Source: an optimization exercise on an open RTL-to-GDS flow (aim: small area and a short achievable clock period). Production flows keep margins and buffers that such runs may drop.
The RTL was checked by simulation tests, not by an equivalence proof against the original design.
Power and IR drop assume default switching activity.

build 58:
==> flow/design.v <==
module mips(
    input clk,
    input reset,
    output [31:0] imem_addr,
    input [31:0] imem_data,
    output [31:0] dmem_addr,
    output [31:0] dmem_wdata,
    output dmem_we,
    input [31:0] dmem_rdata,
    output wb_we,
    output [4:0] wb_reg,
    output [31:0] wb_data
);
reg [31:2] pc;
assign imem_addr = {pc, 2'b00};
wire [5:0] f_op = imem_data[31:26];
wire f_isR   = (f_op == 6'b000000);
wire f_isLW  = (f_op == 6'b100011);
wire f_isSW  = (f_op == 6'b101011);
wire f_isXI  = (f_op == 6'b001110);
wire f_isBNE = (f_op == 6'b000101);
reg d_wr, d_mw, d_br;             
reg d_lw, d_R, d_xi, d_sub, d_sx;
reg [4:0] d_rt;
reg [15:0] d_imm16;
always @(posedge clk) begin
    if (reset) begin
        d_wr <= 1'b0;
        d_mw <= 1'b0;
        d_br <= 1'b0;
    end else begin
        d_wr <= f_isR | f_isLW | f_isXI;
        d_mw <= f_isSW;
        d_br <= f_isBNE;
    end
    d_lw  <= f_isLW;
    d_R   <= f_isR;
    d_xi  <= f_isXI;
    d_sub <= f_isR & (imem_data[5:0] == 6'b100010);
    d_sx  <= f_isLW | f_isSW | f_isBNE;    
    d_rt  <= imem_data[20:16];
    d_imm16 <= imem_data[15:0];
end
reg [31:0] rf [1:31];
reg [31:1] rv;
reg [31:1] w_dec;                 
reg w_we;
reg [4:0] w_reg;
reg [31:0] w_data;                
reg [31:0] w_rfd;                 
wire [31:1] rv_next = {31{~reset}} & (rv | w_dec);
reg [31:1] d_selA, d_selB;
integer k;
always @(posedge clk) begin
    for (k = 1; k < 32; k = k + 1) begin
        d_selA[k] <= rv_next[k] & (imem_data[25:21] == k);
        d_selB[k] <= rv_next[k] & (imem_data[20:16] == k);
    end
end
reg [31:0] rdA, rdB;
always @(*) begin
    rdA = 32'b0;
    rdB = 32'b0;
    for (k = 1; k < 32; k = k + 1) begin
        rdA = rdA | ({32{d_selA[k]}} & rf[k]);
        rdB = rdB | ({32{d_selB[k]}} & rf[k]);
    end
end
integer j;
always @(posedge clk) begin
    for (j = 1; j < 32; j = j + 1)
        if (w_dec[j])
            rf[j] <= w_rfd;
    rv <= rv_next;
end
reg e_wr, e_mw, e_br;             
reg e_lw, e_cin;
reg [4:0] e_dest;
reg [31:0] e_a, e_b, e_opb;
wire [31:0] d_sext = {{16{d_imm16[15]}}, d_imm16};
wire [31:0] d_zx   = {16'b0, d_imm16 & {16{d_xi}}};
wire [31:0] d_off1 = d_sext + 32'd1;    
always @(posedge clk) begin
    if (reset) begin
        e_wr <= 1'b0;
        e_mw <= 1'b0;
        e_br <= 1'b0;
    end else begin
        e_wr <= d_wr;
        e_mw <= d_mw;
        e_br <= d_br;
    end
    e_lw  <= d_lw;
    e_cin <= d_sub;
    e_dest <= d_R ? d_imm16[15:11] : d_rt;
    e_a <= rdA ^ d_zx;
    e_b <= rdB;
    e_opb <= d_br ? d_off1 : (d_sx ? d_sext : ((rdB & {32{d_R}}) ^ {32{d_sub}}));
end
wire [17:0] e_lo1 = {1'b0, e_a[15:0], 1'b1} + {1'b0, e_opb[15:0], e_cin};
wire [16:0] e_lo  = e_lo1[17:1];
wire [15:0] e_hi0 = e_a[31:16] + e_opb[31:16];
wire [16:0] e_hi1c = {e_a[31:16], 1'b1} + {e_opb[31:16], 1'b1};
wire [15:0] e_hi1 = e_hi1c[16:1];
wire [31:0] e_res = {e_lo[16] ? e_hi1 : e_hi0, e_lo[15:0]};
wire taken = e_br & (e_a != e_b);
wire off_neg = e_opb[31];
wire [17:0] br_lo = {1'b0, pc[18:2]} + {1'b0, e_opb[16:0]};
wire [17:0] in_lo = {1'b0, pc[18:2]} + 18'd1;
wire [31:19] pc_hi   = pc[31:19];
wire [31:19] pc_hip1 = pc_hi + 13'd1;
wire [31:19] pc_him1 = pc_hi - 13'd1;
wire hi_p1 = taken ? (br_lo[17] & ~off_neg) : in_lo[17];
wire hi_m1 = taken & ~br_lo[17] & off_neg;
wire hi_0  = ~hi_p1 & ~hi_m1;
wire [31:19] pc_hi_next = ({13{hi_p1}} & pc_hip1) | ({13{hi_m1}} & pc_him1) | ({13{hi_0}} & pc_hi);
wire [18:2] pc_lo_next = taken ? br_lo[16:0] : in_lo[16:0];
always @(posedge clk) begin
    if (reset)
        pc <= 30'b0;
    else
        pc <= {pc_hi_next, pc_lo_next};
end
reg m_wr, m_mw;                   
reg m_lw;
reg [4:0] m_dest;
reg [31:0] m_res, m_sd;
always @(posedge clk) begin
    if (reset) begin
        m_wr <= 1'b0;
        m_mw <= 1'b0;
    end else begin
        m_wr <= e_wr;
        m_mw <= e_mw;
    end
    m_lw   <= e_lw;
    m_dest <= e_dest;
    m_res  <= e_res;
    m_sd   <= e_b;
end
assign dmem_addr  = m_res;
assign dmem_wdata = m_sd;
assign dmem_we    = m_mw;
always @(posedge clk) begin
    if (reset)
        w_we <= 1'b0;
    else
        w_we <= m_wr;
    for (j = 1; j < 32; j = j + 1)
        w_dec[j] <= ~reset & m_wr & (m_dest == j);
    w_reg  <= m_dest;
    w_data <= m_lw ? dmem_rdata : m_res;
    if (m_wr)
        w_rfd <= m_lw ? dmem_rdata : m_res;
end
assign wb_we   = w_we;
assign wb_reg  = w_reg;
assign wb_data = w_data;
endmodule
==> flow/config.mk <==
export PLATFORM = sky130hd
export DESIGN_NAME = mips
export DESIGN_NICKNAME = mips
export VERILOG_FILES = /design/flow/design.v
export SDC_FILE = /design/flow/constraint.sdc
export NUM_CORES = 4
export LEC_CHECK = 0
export CAP_MARGIN = 20
export CORE_MARGIN = 2
export CORE_UTILIZATION = 60
export CTS_CLUSTER_DIAMETER = 100
export CTS_CLUSTER_SIZE = 22
export SETUP_SLACK_MARGIN = 3.5
export SLEW_MARGIN = 20
==> flow/constraint.sdc <==
create_clock -name core_clock -period 6.0 [get_ports {clk}]
set_input_delay 1.2000 -clock core_clock [delete_from_list [all_inputs] [get_ports {clk}]]
set_output_delay 1.2000 -clock core_clock [all_outputs]
set_load 0.01 [all_outputs]
standard.sh (not shown) runs the stock make flow with config.mk's settings and CLKGATE_MAP_FILE= SYNTH_SCRIPT=/design/flow/synth_recipe.tcl, a recipe that flattens the netlist after the stock synthesis.
==> flow/flow/run.sh <==
#!/bin/bash
# Standard layout (the standard.sh, unchanged synthesis), with the port
# buffers made from buf_4 instead of the delay-cell default.
set -euo pipefail
export BUFFER_PORTS_ARGS="-buffer_cell sky130_fd_sc_hd__buf_4"
bash standard.sh > standard_flow.log 2>&1
[inputs] build 4 vs build 58
-- flow/config.mk --
<<< build 58, line 9
export CORE_MARGIN = 2
export CORE_UTILIZATION = 60
export CTS_CLUSTER_DIAMETER = 100
>>> build 4, line 9
export CORE_MARGIN = 2
export CORE_UTILIZATION = 50
export CTS_CLUSTER_DIAMETER = 100
[summary]
Going from build 58 to build 4, global-route total usage across every layer -7.0 points, summed area of non-filler cells in the final layout +about 0.37%, core utilization of the finished layout -12 points. From build 4 to build 58, sequential element share of the synthesized area did not move at all. The worst setup slack of build 58 and that of build 4 are within noise of each other. Going from build 58 to build 4, the number of placed instances with taps included was found to have gone up by 5.7%. Build 4 ended with less initial core utilization than build 58. Compared with build 58, build 4 shows placed standard-cell area that has gone up slightly. Diff build 58 -> build 4: number of logic stages on the critical path including buffering picked up an extra 1; clock latency on the worst-skew pair lost 0.02 ns.
### build 4 -> build 27
-- flow/config.mk --
<<< build 4, line 9
export CORE_MARGIN = 2
export CORE_UTILIZATION = 50
export CTS_CLUSTER_DIAMETER = 100
export CTS_CLUSTER_SIZE = 22
export SETUP_SLACK_MARGIN = 3.5
export SLEW_MARGIN = 20
>>> build 27, line 9
export CORE_MARGIN = 2
export CORE_UTILIZATION = 55
export CTS_CLUSTER_DIAMETER = 100
export CTS_CLUSTER_SIZE = 22
export SETUP_SLACK_MARGIN = 3.7
export SLEW_MARGIN = 20
==> notes.md <==
Comparing build 27 and build 4, worst path buffer plus inverter count is higher on build 27.
The flow did not stop early for build 27: all stages ran, and the layout cleared the timing, design-rule and antenna checks.
Build 27 against build 4; final non-filler cell total is up slightly.
Number of signal-net buffers in the layout of build 27 exceeds that of build 4 by more than a quarter.
Taking build 4 as the reference point, the sequential share of layout area of build 27 falls by 3.3 points.
Fraction of final layout cells sized beyond drive strength 1 (lower): build 4
Setup changes, build 27 to build 32
==> flow/flow/run.sh <==
#!/bin/bash
# Standard layout (the standard.sh, unchanged synthesis), with the port
# buffers made from buf_2 instead of the delay-cell default.
set -euo pipefail
export BUFFER_PORTS_ARGS="-buffer_cell sky130_fd_sc_hd__buf_2"
bash standard.sh > standard_flow.log 2>&1
-- flow/config.mk --
<<< build 27, line 9
export CORE_MARGIN = 2
export CORE_UTILIZATION = 55
export CTS_CLUSTER_DIAMETER = 100
export CTS_CLUSTER_SIZE = 22
export SETUP_SLACK_MARGIN = 3.7
export SLEW_MARGIN = 20
>>> build 32, line 9
export CORE_MARGIN = 2
export CORE_UTILIZATION = 50
export CTS_CLUSTER_DIAMETER = 100
export CTS_CLUSTER_SIZE = 22
export SETUP_SLACK_MARGIN = 3.5
export SLEW_MARGIN = 20
--- outcome ---
As far as fraction of the cycle the final worst path needs is concerned, build 27 and build 32 perform about the same.
Summary of build 32 over build 27: floorplan row count higher, number of signal-net buffers in the layout lower, post-synthesis share of cell area spent on xor and xnor gates roughly the same, cell count lower.
Changes observed in build 32 relative to build 27: areal power density over the cells now larger, switching power share of the total down 0.24 points, routed wire length down 7.6%.
Build 32 contains fewer vias than build 27.

-- what the ideal ports hide --
No port has a modelled driver above. Below, the same layouts with a new extraction and two added sets of constraints. Step 1, drivers: a clkbuf_16 drives clk and a buf_2 each remaining input, both assumed. Step 2 also shifts input and output timing later by t, the mid clock arrival at the registers, as if the neighbouring blocks saw the same clock. Slacks: ideal / step 1 / step 2; pairs: ideal / step 1.
run	t (ns)	setup slack, ns	slew at the worst register clock pin (ns)	cell pins on the clock port's net
build 58	0.770	3.141 / 3.141 / 2.844	0.10 / 0.10	1
build 4	0.773	3.141 / 3.141 / 2.872	0.10 / 0.10	1
build 27	0.782	3.171 / 3.171 / 2.983	0.10 / 0.10	1
build 32	0.763	3.175 / 3.175 / 2.852	0.10 / 0.10	1
After both steps setup and hold are still met in every run listed. For build 32, which loses most, drivers alone change the setup slack by 0.000 ns; drivers and shift together by -0.323 ns.
